This design comes from an exercise in tuning for small area, a short achievable clock period and few clock cycles per item on the open sky130 flow, not from production work. Power figures rest on the tool's default switching activity, not on a simulated workload.

== lane 1 ==
Design booth_multiplier, start of the top module:
module booth_multiplier(clk, reset_n, multiplier, multiplicand, op_start, op_clear, result, op_done);
	input clk, reset_n, op_start, op_clear;
	input [63:0] multiplier, multiplicand;
	output op_done;
	output [127:0] result;
	reg busy, fin, done;
	reg [2:0] cnt;
	wire idle = ~(busy | fin | done);
	wire last = (cnt == 3'd7);
	always @(posedge clk or negedge reset_n)
		if (!reset_n) begin
			busy <= 1'b0; fin <= 1'b0; done <= 1'b0;
		end else if (op_clear) begin
			busy <= 1'b0; fin <= 1'b0; done <= 1'b0;
		end else begin
			busy <= idle ? op_start : (busy & ~last);
			fin <= busy & last;
			done <= fin | done;
		end
	always @(posedge clk)
		cnt <= busy ? cnt + 1'b1 : 3'd0;
	reg [63:0] B;       
	reg [63:0] lo;      
	reg [63:0] S;       
	reg [62:0] C;       
	reg [7:0] DS, DC;  
	reg cf;             
	wire [8:0] eb = idle ? {multiplier[7:0], 1'b0} : lo[15:7];
	wire [3:0] n_one, n_two, n_neg;
	genvar g;
	generate for (g = 0; g < 4; g = g + 1) begin : enc
		assign n_one[g] = eb[2*g+1] ^ eb[2*g];
		assign n_two[g] = (eb[2*g+2] & ~eb[2*g+1] & ~eb[2*g]) | (~eb[2*g+2] & eb[2*g+1] & eb[2*g]);
		assign n_neg[g] = eb[2*g+2];
	end endgenerate
	reg [3:0] e_one, e_two, e_neg;
	reg [3:0] f_one, f_two, f_neg;  
	always @(posedge clk) begin
		e_one <= n_one; e_two <= n_two; e_neg <= n_neg;
		f_one <= ~n_one; f_two <= ~n_two; f_neg <= ~n_neg;
	end
	wire [3:0] negb = e_neg;
	wire [64:0] bx = {B[63], B};
	wire [65:0] bx2 = {B[63], B, 1'b0};
	wire [64:0] pp0;
	assign pp0[32:0] = {33{e_neg[0]}} ^ (({33{e_one[0]}} & bx[32:0]) | ({33{e_two[0]}} & bx2[32:0]));
	assign pp0[64:33] = {1'b1, 31'b0} ^ ({32{f_neg[0]}} ^ (({32{f_one[0]}} | ~bx[64:33]) & ({32{f_two[0]}} | ~bx2[64:33])));
	wire [64:0] pp1;
	assign pp1[32:0] = {33{e_neg[1]}} ^ (({33{e_one[1]}} & bx[32:0]) | ({33{e_two[1]}} & bx2[32:0]));
	assign pp1[64:33] = {1'b1, 31'b0} ^ ({32{f_neg[1]}} ^ (({32{f_one[1]}} | ~bx[64:33]) & ({32{f_two[1]}} | ~bx2[64:33])));
	wire [64:0] pp2;
	assign pp2[32:0] = {33{e_neg[2]}} ^ (({33{e_one[2]}} & bx[32:0]) | ({33{e_two[2]}} & bx2[32:0]));
	assign pp2[64:33] = {1'b1, 31'b0} ^ ({32{f_neg[2]}} ^ (({32{f_one[2]}} | ~bx[64:33]) & ({32{f_two[2]}} | ~bx2[64:33])));
  ...
For scale: ~300 flip-flops, roughly 260 I/O pins, roughly 23000 um2 of cells after synthesis.
export LEC_CHECK = 0
export ABC_CLOCK_PERIOD_IN_PS = 2700
export CAP_MARGIN = 20
export CORE_MARGIN = 2
export CORE_UTILIZATION = 40
export SETUP_SLACK_MARGIN = 3.3
export SLEW_MARGIN = 20
create_clock -name core_clock -period 6.0 [get_ports {clk}]
run.sh (not shown) runs the stock make flow with config.mk's settings and CLKGATE_MAP_FILE= SYNTH_SCRIPT=/design/flow/synth_recipe.tcl, a recipe that flattens the netlist after the stock synthesis.
Inputs modified between lane 1 and lane 2:
- SETUP_SLACK_MARGIN now 3.5, was 3.3
- ABC_CLOCK_PERIOD_IN_PS now 2000, was 2700
Findings:
Final weighted congestion of routability-driven global placement across lane 1 and lane 2: no real change. Setup slack in lane 2 is 34 ps higher than in lane 1. Lane 2: proportion of power drawn by flip-flops and latches is 0.8 points lower than what lane 1 reported. S[45] as the beginning of the critical path was reported by lane 2, and DS[0] by lane 1. Lane 2 vs. lane 1: cell area went up by 4.5%. Lane 2 vs lane 1, uppermost signal routing layer after detailed routing: met5 vs met4.
Inputs modified between lane 2 and lane 3:
- a change of ABC_CLOCK_PERIOD_IN_PS from 2000 to 1500
- a change of SETUP_SLACK_MARGIN from 3.5 to 3.3
==> results.txt <==
| reported net switching power | lane 3 vs lane 2 | better |. Lane 3 against lane 2: flip-flop and latch share of the layout cell area rose by 1.0 points; maximum frequency fell by 1.0%. Max final critical-path share of the clock period across lane 2 and lane 3: lane 3. Worst setup slack before clock tree synthesis in lane 3 is 72 ps above lane 2. In lane 3, the clock share of power came out 0.4 points above the value in lane 2. The maximum buffer depth of the clock tree of lane 2 and that of lane 3 are within noise of each other. Lane 2 -> lane 3: weighted congestion at the end of routability-driven global placement flat. Of the two values seen for endpoint of the most critical setup path, S[62] was produced by lane 2 and S[45] by lane 3. Total power of the final layout is lower on lane 3.
Function was not checked in any run of this note: the RTL went through the layout flow alone.

---

Another version of the RTL of booth_multiplier (not shown whole).
Size in the first run: about 3000 cells after synthesis, roughly 260 I/O pins.
export LEC_CHECK = 0
export CAP_MARGIN = 20
export CORE_MARGIN = 2
export CORE_UTILIZATION = 40
export CTS_CLUSTER_DIAMETER = 100
export CTS_CLUSTER_SIZE = 20
export SETUP_SLACK_MARGIN = 3.3
export SLEW_MARGIN = 20
export SYNTH_HIERARCHICAL = 1
create_clock -name core_clock -period 6.0 [get_ports {clk}]
standard.sh (not shown) runs the stock make flow with config.mk's settings and CLKGATE_MAP_FILE= SYNTH_SCRIPT=/design/flow/synth_recipe.tcl, a recipe that flattens the netlist after the stock synthesis.
==> flow/flow/run.sh <==
#!/bin/bash
# Standard layout with two changes: the port buffers are plain buffers (buf_2)
# instead of delay buffers, and synthesis leaves adders to abc (no full-adder
# cells). Registers are untouched by either change.
bash standard.sh ADDER_MAP_FILE= "BUFFER_PORTS_ARGS=-buffer_cell sky130_fd_sc_hd__buf_2" finish > standard.log 2>&1
Change:
--- a/flow/config.mk
+++ b/flow/config.mk
@@ -13 +13 @@
-export SETUP_SLACK_MARGIN = 3.3
+export SETUP_SLACK_MARGIN = 3.5
Register-to-register slack gets better by 0.11 ns.
Sequential cell count stays the same.
Global-route usage hardly moves.
Core utilization is higher by 3.2 points.
Via count climbs by a few percent.
Design area went up by a few percent.
Setup slack improved by 0.11 ns.
Routed wire length is higher by a few percent.
No functional check of the RTL was part of any run of this note.

==> re-timing with driven ports <==
The flow's constraints put no driver on any port. The routed layouts listed below were extracted and timed again, unchanged, in two steps.
Step 1 assumes that a clkbuf_16 drives the clock port and a buf_2 every other input.
Step 2 moves the port delays by t, midway between the first and last clock arrival at a register: inputs arrive t later, outputs are due t later. That takes back most of the time a late clock gives input paths.
a / b / c = ideal / step 1 / step 2; a / b = the first two.
run | shift t [ns] | slack for setup (ns) | hold slack, ns
lane 1 | 0.633 | 2.696 / 2.696 / 2.696 | 0.445 / 0.445 / 0.445
lane 2 | 0.622 | 2.730 / 2.730 / 2.730 | 0.460 / 0.460 / 0.460
lane 3 | 0.633 | 2.696 / 2.696 / 2.696 | 0.445 / 0.445 / 0.445
the first run of note 2 | 0.643 | 3.341 / 3.341 / 3.341 | 0.391 / 0.358 / 0.514
the second run of note 2 | 0.648 | 3.451 / 3.451 / 3.451 | 0.387 / 0.361 / 0.499
After both steps every run listed still meets setup and hold.
